This design comes from an exercise in tuning for small area on the open sky130 flow, not from production work.
For this run, only the layout was checked, not whether the RTL still works.
Power and IR drop assume default switching activity.

<file path="design/flow/run.sh">
#!/bin/bash
# synth_recipe.tcl (not shown) runs the flow's synth.tcl, then flattens the netlist and writes it again
# the make line also repeats each setting of config.mk as NAME=value (left out here)
make -C /OpenROAD-flow-scripts/flow DESIGN_CONFIG=/design/flow/config.mk WORK_HOME=/design/flow/orfs CLKGATE_MAP_FILE= SYNTH_SCRIPT=/design/flow/synth_recipe.tcl finish
</file>
<file path="design/flow/config.mk">
export PLATFORM = sky130hd
export DESIGN_NAME = sv_remapper_12k_top
export DESIGN_NICKNAME = sv_remapper_12k_top
export VERILOG_FILES = /design/flow/design.v
export SDC_FILE = /design/flow/constraint.sdc
export NUM_CORES = 4
export LEC_CHECK = 0
export CAP_MARGIN = 20
export CORE_MARGIN = 2
export CORE_UTILIZATION = 40
export SLEW_MARGIN = 20
</file>
<file path="design/flow/constraint.sdc">
create_clock -name core_clock -period 4.0 [get_ports {i_clk}]
set_input_delay 0.8000 -clock core_clock [delete_from_list [all_inputs] [get_ports {i_clk}]]
set_output_delay 0.8000 -clock core_clock [all_outputs]
set_load 0.01 [all_outputs]
</file>
<file path="design/flow/design.v">
`timescale 1ns / 1ps
module s_axis_remapper #(
  parameter DATA_WIDTH       = 8,
  parameter IMAGE_KERNEL_12K = 64
)(
  input  logic                                         i_clk,
  input  logic                                         i_aresetn,
  input  logic [DATA_WIDTH-1:0]                        i_axis_tdata,
  input  logic                                         i_axis_tvalid,
  output logic [0:IMAGE_KERNEL_12K-1] [DATA_WIDTH-1:0] o_image_kernel,
  output logic                                         o_kernel_is_ready,
  output logic                                         o_kernel_is_odd
);
always_ff @( posedge i_clk, negedge i_aresetn )
  begin
    if ( ~i_aresetn ) begin 
      o_image_kernel <= '0;
    end else begin
      if ( i_axis_tvalid ) begin
        o_image_kernel <= {o_image_kernel[1:IMAGE_KERNEL_12K-1], i_axis_tdata};
      end	
    end	
  end
logic [5:0] pixels_in_kernel;
always_ff @( posedge i_clk, negedge i_aresetn )
  begin
    if ( ~i_aresetn ) begin
      pixels_in_kernel  <= 0;
      o_kernel_is_ready <= 1'b0;
    end else begin
      o_kernel_is_ready <= 1'b0;	
      if ( i_axis_tvalid ) begin
        pixels_in_kernel <= pixels_in_kernel + 1;
        if ( pixels_in_kernel == (IMAGE_KERNEL_12K-1) ) begin
          pixels_in_kernel  <= 0;
          o_kernel_is_ready <= 1'b1;
        end 
      end	
    end	
  end 
always_ff @( posedge i_clk, negedge i_aresetn ) 
  begin
    if ( ~i_aresetn ) begin
      o_kernel_is_odd <= 1'b0;
    end else begin
      if ( o_kernel_is_ready ) begin
        o_kernel_is_odd <= ~o_kernel_is_odd;  
      end
    end	
  end 	
endmodule
`timescale 1ns / 1ps
module remapper_module #(
  parameter DATA_WIDTH       = 8,
  parameter IMAGE_KERNEL_12K = 64
)(
  input  logic                                         i_clk,
  input  logic                                         i_aresetn,
  input  logic [0:IMAGE_KERNEL_12K-1] [DATA_WIDTH-1:0] i_image_kernel,
  input  logic                                         i_kernel_is_ready,
  input  logic                                         i_kernel_is_odd,
  output logic [0:IMAGE_KERNEL_12K-1] [DATA_WIDTH-1:0] o_image_kernel_remapped,
  output logic                                         o_kernel_is_remapped	
);
logic [0:IMAGE_KERNEL_12K-1] [DATA_WIDTH-1:0]  image_kernel_remapped;
always_ff @( posedge i_clk, negedge i_aresetn )
  begin
    if ( ~i_aresetn ) begin
      o_image_kernel_remapped <= '0;
      o_kernel_is_remapped    <= 1'b0;
    end else begin
      o_image_kernel_remapped <= image_kernel_remapped;
      o_kernel_is_remapped    <= i_kernel_is_ready; 	
    end	
  end
always_comb
  begin
    image_kernel_remapped = o_image_kernel_remapped;
    if ( i_kernel_is_ready ) begin
      for ( int i = 0; i <= 3; i++ ) begin
        for ( int j = 0; j <= 7; j++ ) begin
          for ( int k = 0; k <= 1; k++ ) begin
          	if ( i_kernel_is_odd ) begin
              image_kernel_remapped[(3-i)*16 + (7-j)*2 + (1-k)] = i_image_kernel[k*32 + j*4 + i*1];
            end else begin
              image_kernel_remapped[i*16 + j*2 + k] = i_image_kernel[k*32 + j*4 + i*1];
            end  
          end	
        end	
      end
    end	
  end 
endmodule
`timescale 1ns / 1ps
module m_axis_remapper #(
  parameter DATA_WIDTH       = 8,
  parameter IMAGE_KERNEL_12K = 64,
  parameter IMG_WIDTH        = 4096,
  parameter IMG_HEIGHT       = 3072
)(
  input  logic                                         i_clk,
  input  logic                                         i_aresetn,
  input  logic [0:IMAGE_KERNEL_12K-1] [DATA_WIDTH-1:0] i_image_kernel_remapped,
  input  logic                                         i_kernel_is_remapped,
  output logic [DATA_WIDTH-1:0]                        m_axis_tdata,
  output logic                                         m_axis_tvalid,
  output logic                                         m_axis_tuser,
  output logic                                         m_axis_tlast
);
typedef enum logic [2:0] {IDLE, TUSER, KERNEL_TRANSMITTING, WAIT_FOR_NEW_KERNEL, TLAST} statetype;
statetype state, nextstate;
logic [DATA_WIDTH-1:0] axis_tdata;
logic                  axis_tvalid;
logic                  axis_tuser;
logic                  axis_tlast;
logic                  en_counter, en_counter_reg;
logic [5:0]            kernel_addr_next_to_rd;
logic [11:0]           img_pixel_counter;
logic [11:0]           img_line_counter;
logic                  end_of_frame;
logic                  next_is_tlast;
always_ff @( posedge i_clk, negedge i_aresetn )
  begin
    if   ( ~i_aresetn ) state <= IDLE;
    else                state <= nextstate;	
  end
always_ff @( posedge i_clk, negedge i_aresetn )
  begin
    if ( ~i_aresetn ) begin
      m_axis_tdata   <= '0;
      m_axis_tvalid  <= 1'b0;
      m_axis_tuser   <= 1'b0;
      m_axis_tlast   <= 1'b0;
      en_counter_reg <= 1'b0;
    end else begin
      m_axis_tdata   <= axis_tdata;
      m_axis_tvalid  <= axis_tvalid;	
      m_axis_tuser   <= axis_tuser;
      m_axis_tlast   <= axis_tlast;
      en_counter_reg <= en_counter;
    end   
  end
always_comb
  begin
    nextstate   = state;
    axis_tdata  = m_axis_tdata;
    axis_tvalid = 1'b0;
    axis_tuser  = 1'b0;
    axis_tlast  = 1'b0;
    en_counter  = en_counter_reg;
    case ( state )
      IDLE : begin
        en_counter = 1'b0;
        if ( i_kernel_is_remapped ) begin
          axis_tdata  = i_image_kernel_remapped [kernel_addr_next_to_rd];
          axis_tvalid = 1'b1;
          axis_tuser  = 1'b1;
          en_counter  = 1'b1;
          nextstate   = TUSER;
        end	
      end  
      TUSER : begin
      	axis_tdata  = i_image_kernel_remapped [kernel_addr_next_to_rd];
        axis_tvalid = 1'b1;
        nextstate   = KERNEL_TRANSMITTING;
      end  
      KERNEL_TRANSMITTING : begin
      	if ( ( ~i_kernel_is_remapped ) && ( kernel_addr_next_to_rd == 0 ) ) begin
          axis_tdata = 0;
          axis_tvalid = 1'b0;
          en_counter = 1'b0;	
          nextstate = WAIT_FOR_NEW_KERNEL;
        end	else begin
          axis_tdata  = i_image_kernel_remapped [kernel_addr_next_to_rd];
          axis_tvalid = 1'b1;
          nextstate = KERNEL_TRANSMITTING;
          if ( img_pixel_counter == (IMG_WIDTH-2) ) begin	
            axis_tlast = 1'b1;
            nextstate  = TLAST;
          end 
        end	
      end  
      WAIT_FOR_NEW_KERNEL : begin
        if ( i_kernel_is_remapped ) begin
          axis_tdata  = i_image_kernel_remapped [kernel_addr_next_to_rd];
          axis_tvalid = 1'b1;
          en_counter  = 1'b1;
          nextstate   = KERNEL_TRANSMITTING;
        end 
      end  
      TLAST : begin
        if ( i_kernel_is_remapped ) begin
          axis_tdata  = i_image_kernel_remapped [kernel_addr_next_to_rd];
          axis_tvalid = 1'b1;
          en_counter  = 1'b1;
          nextstate   = KERNEL_TRANSMITTING;
        end else begin
      	  en_counter = 1'b0;
          nextstate  = WAIT_FOR_NEW_KERNEL;
        end  
        if ( ( img_line_counter == (IMG_HEIGHT-1) ) && ( img_pixel_counter == (IMG_WIDTH-1) ) ) begin
          nextstate = IDLE;
          if ( i_kernel_is_remapped ) begin
            axis_tuser = 1'b1;
            nextstate  = TUSER;
          end
        end	
      end  
      default : nextstate = IDLE;	
    endcase	
  end	
always @( posedge i_clk, negedge i_aresetn )
  begin
    if ( ~i_aresetn ) begin
      img_pixel_counter <= 0;
      img_line_counter  <= 0;
    end else begin
      if ( en_counter_reg ) begin
        img_pixel_counter <= img_pixel_counter + 1;
      end
      if ( img_pixel_counter == IMG_WIDTH - 1 ) begin
      	img_pixel_counter  <= 0;
        img_line_counter   <= img_line_counter + 1;
        if ( img_line_counter == IMG_HEIGHT - 1 ) begin
          img_line_counter <= 0;	
        end 	
      end    
    end
  end 
always @( posedge i_clk, negedge i_aresetn )
  begin
    if ( ~i_aresetn ) begin
      kernel_addr_next_to_rd <= 0;
    end else begin
      if ( en_counter ) begin
        kernel_addr_next_to_rd <= kernel_addr_next_to_rd + 1;
      end
      if ( kernel_addr_next_to_rd == IMAGE_KERNEL_12K - 1 ) begin
      	kernel_addr_next_to_rd  <= 0;
      end    
    end
  end 
endmodule
`timescale 1ns / 1ps
module sv_remapper_12k_top #(
  parameter DATA_WIDTH       = 8,
  parameter IMAGE_KERNEL_12K = 64,
  parameter IMG_WIDTH        = 256,
  parameter IMG_HEIGHT       = 128	
)(
  input  logic                  i_clk,
  input  logic                  i_aresetn,
  input  logic [DATA_WIDTH-1:0] s_axis_tdata,
  input  logic                  s_axis_tvalid,
  input  logic                  s_axis_tuser,
  input  logic                  s_axis_tlast,
  output logic                  s_axis_tready,
  output logic [DATA_WIDTH-1:0] m_axis_tdata,
  output logic                  m_axis_tvalid,
  output logic                  m_axis_tuser,
  output logic                  m_axis_tlast	
);
always_ff @( posedge i_clk, negedge i_aresetn )
  begin 
    if ( ~i_aresetn ) begin
      s_axis_tready <= 1'b0;
    end else begin
      s_axis_tready <= 1'b1;
    end
end
logic [0:IMAGE_KERNEL_12K-1] [DATA_WIDTH-1:0] image_kernel_from_rec;
logic                                         kernel_is_ready_from_rec;
logic                                         kernel_is_odd_from_rec;
s_axis_remapper #(
  .DATA_WIDTH       ( DATA_WIDTH       ),
  .IMAGE_KERNEL_12K ( IMAGE_KERNEL_12K )
) remapper_receiver (
  .i_clk             ( i_clk                    ),
  .i_aresetn         ( i_aresetn                ),
  .i_axis_tdata      ( s_axis_tdata             ),
  .i_axis_tvalid     ( s_axis_tvalid            ),
  .o_image_kernel    ( image_kernel_from_rec    ),
  .o_kernel_is_ready ( kernel_is_ready_from_rec ),
  .o_kernel_is_odd   ( kernel_is_odd_from_rec   )
);
logic [0:IMAGE_KERNEL_12K-1] [DATA_WIDTH-1:0] image_kernel_remapped_from_rem;
logic                                         kernel_is_remapped_from_rem;
remapper_module #(
  .DATA_WIDTH       ( DATA_WIDTH       ),
  .IMAGE_KERNEL_12K ( IMAGE_KERNEL_12K )
) remapper_proc (
  .i_clk                   ( i_clk                          ),
  .i_aresetn               ( i_aresetn                      ),
  .i_image_kernel          ( image_kernel_from_rec          ),
  .i_kernel_is_ready       ( kernel_is_ready_from_rec       ),
  .i_kernel_is_odd         ( kernel_is_odd_from_rec         ),
  .o_image_kernel_remapped ( image_kernel_remapped_from_rem ),
  .o_kernel_is_remapped    ( kernel_is_remapped_from_rem    )	
);
m_axis_remapper #(
  .DATA_WIDTH       ( DATA_WIDTH       ),
  .IMAGE_KERNEL_12K ( IMAGE_KERNEL_12K ),
  .IMG_WIDTH        ( IMG_WIDTH        ),
  .IMG_HEIGHT       ( IMG_HEIGHT       )
) remapper_transmitter (
  .i_clk                   ( i_clk ),
  .i_aresetn               ( i_aresetn ),
  .i_image_kernel_remapped ( image_kernel_remapped_from_rem ),
  .i_kernel_is_remapped    ( kernel_is_remapped_from_rem ),
  .m_axis_tdata            ( m_axis_tdata ),
  .m_axis_tvalid           ( m_axis_tvalid ),
  .m_axis_tuser            ( m_axis_tuser ),
  .m_axis_tlast            ( m_axis_tlast )
);
endmodule
</file>
==> out/qor.yml <==
sta:
  fin_crit_sh: 0.671
  tightest_slew_ns: 1.05
  fin_ws_ns: 1.32
  hold_ws_ns: 0.469
  clock-skew-final_ns: 0.0311
  rsz0062_at_grt: "false"
  fmax_ghz: 0.373
  period_needed_ns: 2.68
  slew_headroom: 0.297
  hold_violations: 0
  finalSetupTns_ns: 0
  final-setup-viol-count: 0
  slew_violations: 0
clocking:
  cts-root-buf: "clkbuf_16"
  cts-htree-levels: 3
  cts_buffers: 116
  cts_tree: "yes"
  cts_resized: 0
  clock_path_buffers: 3
  cts_sinks: 1079
  clkTransAtPathRegs_ns: 0.06
  clk_latency_ns: 0.71
pwr:
  pwr-share-clk: 0.360
  finalPower_mw: 29.4
  p_sw_mw: 8.14
  p_sw_frac: 0.277
  pwr-share-comb: 0.157
  leakage_nw: 23.3
  vdd_ir_drop_max_mv: 0.372
  p_int_mw: 21.3
  p_per_area_nw_per_um2: 540
  p_seq_frac: 0.484
synth:
  yosysSeqAreaShare: 0.556
  synth_area_leaders: "dfrtp_1 56%, mux2_2 12%, mux2i_1 11%, mux4_2 5.7%, a21oi_1 5.4%"
  async_reset_ff_frac: 1.00
  synth_top_family_by_area: "multiplexers"
  synth_area_um2: 48600
  yosys.area.top_type: "dfrtp_1"
  avgSynthCellArea_um2: 12.6
  synth_flop_cell: "dfrtp_1"
  synth_mux_area_frac: 0.288
  synth-xor-area-share: 0.00469
  yosysTopAreaCellShare: 0.556
  syn_inst: 3866
  synth-simple-area-share: 0.0561
  synth-edff-count: 0
  ys_ff_latch: 1079
  synth_cell_types: 60
  yosysWarnings: 4
  syn_nets: 3886
  synth_adder_area_share: 0.00180
  synth_compound_area_frac: 0.0686
floorplan:
  core_area_um2: 120000
  die_y_um: 352
  ios: 25
  initial_utilization: 0.404
  die_area_um2: 124000
  row_count: 127
  die_w_um: 352
routing:
  drt_iter0_markers: 2200
  wire_per_inst_um: 19.3
  via_per_inst: 5.30
  drc: 0
  ant_nets: 0
  routed_wl_mm: 106
  dr.pass1.iters: 5
  vias: 29193
final_layout:
  final_common_cell: "dfrtp_1"
  fin_util: 0.453
  layout-drive-gt1-share: 0.235
  final-instance-count-excl-fill: 5509
  fillers: 10919
  fin_nets: 3828
  final_cell_area_um2: 54500
  final_cell_mix: "1,074 x dfrtp_1, 548 x nor2_1, 537 x mux2i_1"
  diodes: 0
  top_regs: "remapper_proc.o_image_kernel_remapped x512, remapper_receiver.o_image_kernel x512"
  area_delta_synth_final_pct: 12.2
critical_path:
  crit_required_ns: 4.56
  critPathMaxFanout: 17
  crit_path_end_kind: "flip-flop"
  startpoint: "remapper_transmitter.kernel_addr_next_to_rd[1]"
  critPathCapture: "remapper_transmitter.m_axis_tdata[7]"
  reg2reg_depth: 7
  r2r_start: "remapper_transmitter.kernel_addr_next_to_rd[1]"
  r2r_slack_ns: 1.32
  crit_type: "reg -> reg"
  worstPathArrival_ns: 3.24
  r2r_end: "remapper_transmitter.m_axis_tdata[7]"
  cp-start-kind: "flip-flop"
worst_hold_path:
  hold_class: "reg -> reg"
placement:
  pre_cts_ws_ns: 1.32
  placed_area_um2: 50600
  port_buffers: 22
  dp_cells: 5300
  dpl.hpwl_mm: 66.3
  gp_congestion: 0.769
grt:
  grt_pass1_vias: 28832
  grt_pass1_wl_mm: 170
  grt_start_max_net_pins: 185
  grt_usage: 0.171
  antenna_found_initial: 4
  grt-ovfl-total: 0
outcome:
  status: "finished clean"
run:
  timing.max_cap.violations: 0
==> critical path, stage by stage, from the launching register on <==
cell and delay, ns:
dfrtp_4 0.61, clkinv_1 0.11, ha_1 0.14, or4b_4 0.49, o21ai_1 0.31, a211o_2 0.51, a2bb2oi_1 0.26, o211ai_1 0.11
==> power groups by stage <==
stage / clock [mW] / combinational (mW) / sequential [mW]
after floorplan: 0 / 3.74 / 13.8
after global placement: 0 / 4.60 / 14.4
after detailed placement: 0 / 4.67 / 14.4
after CTS: 10.9 / 4.70 / 14.2
after global routing: 11.3 / 5.15 / 14.5
final: 10.6 / 4.61 / 14.2
==> metal layers <==
metal / global-route usage / wire length (µm) / vias up
met1: 0.256 / 51900 / 14907
li1: - / - / 13735
met5: 0 / 0 / -
met2: 0.259 / 48200 / 420
met4: 0.0456 / 2080 / 0
met3: 0.0249 / 4020 / 131
==> timing repair <==
action                                 4_1_cts  5_1_grt
hold buffers                                 1        0
endpoints found under the hold margin       18        0
setup buffers                                0        0
==> how the worst min path moves through the flow <==
stage	startpoint	endpoint	slack (ns)	cells after the start
3_3_place_gp	remapper_transmitter.img_pixel_counter[11]	remapper_transmitter.img_pixel_counter[11]	0.46	1
6_report	remapper_transmitter.img_pixel_counter[11]	remapper_transmitter.img_pixel_counter[11]	0.47	1
5_1_grt	remapper_transmitter.img_pixel_counter[11]	remapper_transmitter.img_pixel_counter[11]	0.48	1
3_5_place_dp	remapper_transmitter.img_line_counter[11]	remapper_transmitter.img_line_counter[11]	0.46	1
4_1_cts	remapper_transmitter.img_pixel_counter[11]	remapper_transmitter.img_pixel_counter[11]	0.47	1
2_1_floorplan	remapper_receiver.o_kernel_is_ready	remapper_proc.o_kernel_is_remapped	0.35	0
==> cells in the mapped netlist (all sizes together), types with 10 or more instances <==
cell type  instances
o21ai             17
a22oi             20
o22ai             10
inv               10
clkbuf           177
mux2             517
dfrtp           1079
nand3             14
a211oi            15
nor2b             18
a21oi            520
nand4             13
xor2              16
nor2             549
mux2i            537
buf              102
nand2             41
xnor2             10
mux4             123
==> logic make-up (layout without fill, tap and decap cells) <==
| kind of cell | after synthesis | in the layout |
|---|---|---|
| adders and majority gates | 7 | 7 |
| buffers and inverters | 290 | 321 |
| xor gates and xnor gates | 26 | 26 |
| AOI/OAI and AO/OA | 618 | 618 |
| and+or+nand+nor | 668 | 668 |
| other | 1 | 1 |
| muxes | 1177 | 1177 |
| DFF | 1079 | 1079 |
==> final cells by class <==
cell class / count / area (µm²) / share of cell area
Sequential cell: 1079 / 27000 / 0.496
Multi-Input combinational cell: 2497 / 20400 / 0.374
Clock buffer: 179 / 3500 / 0.0643
Tap cell: 1612 / 2020 / 0.0370
Timing Repair Buffer: 103 / 1250 / 0.0229
Clock inverter: 28 / 283 / 0.00519
Inverter: 11 / 41.3 / 0.000758

-- port drivers added, routing unchanged --
How much do the figures lean on ideal ports? The routed layout below was timed once more, with nothing changed but the port constraints. Step 1 (the two cells are an assumption about what drives the block):
set clk [get_ports {i_clk}]
set_driving_cell -lib_cell sky130_fd_sc_hd__clkbuf_16 $clk
set_driving_cell -lib_cell sky130_fd_sc_hd__buf_2 [delete_from_list [all_inputs] $clk]
Step 2 moves the port delays by t, midway between the first and last clock arrival at a register: inputs arrive t later, outputs are due t later. That takes back most of the time a late clock gives input paths. a / b / c = no drivers / after step 1 / after step 2; a / b = the first two.
t (ns): 0.758
slack for setup (ns): 1.316 / 1.260 / 1.316
worst setup path at the end: register to register
slew at the worst register clock pin (ns): 0.06 / 0.06
cell pins on the clock port's net: 1
After both steps setup and hold are still met in this run. The setup slack of this run moves by -0.056 ns with the drivers and by 0.000 ns with both steps.
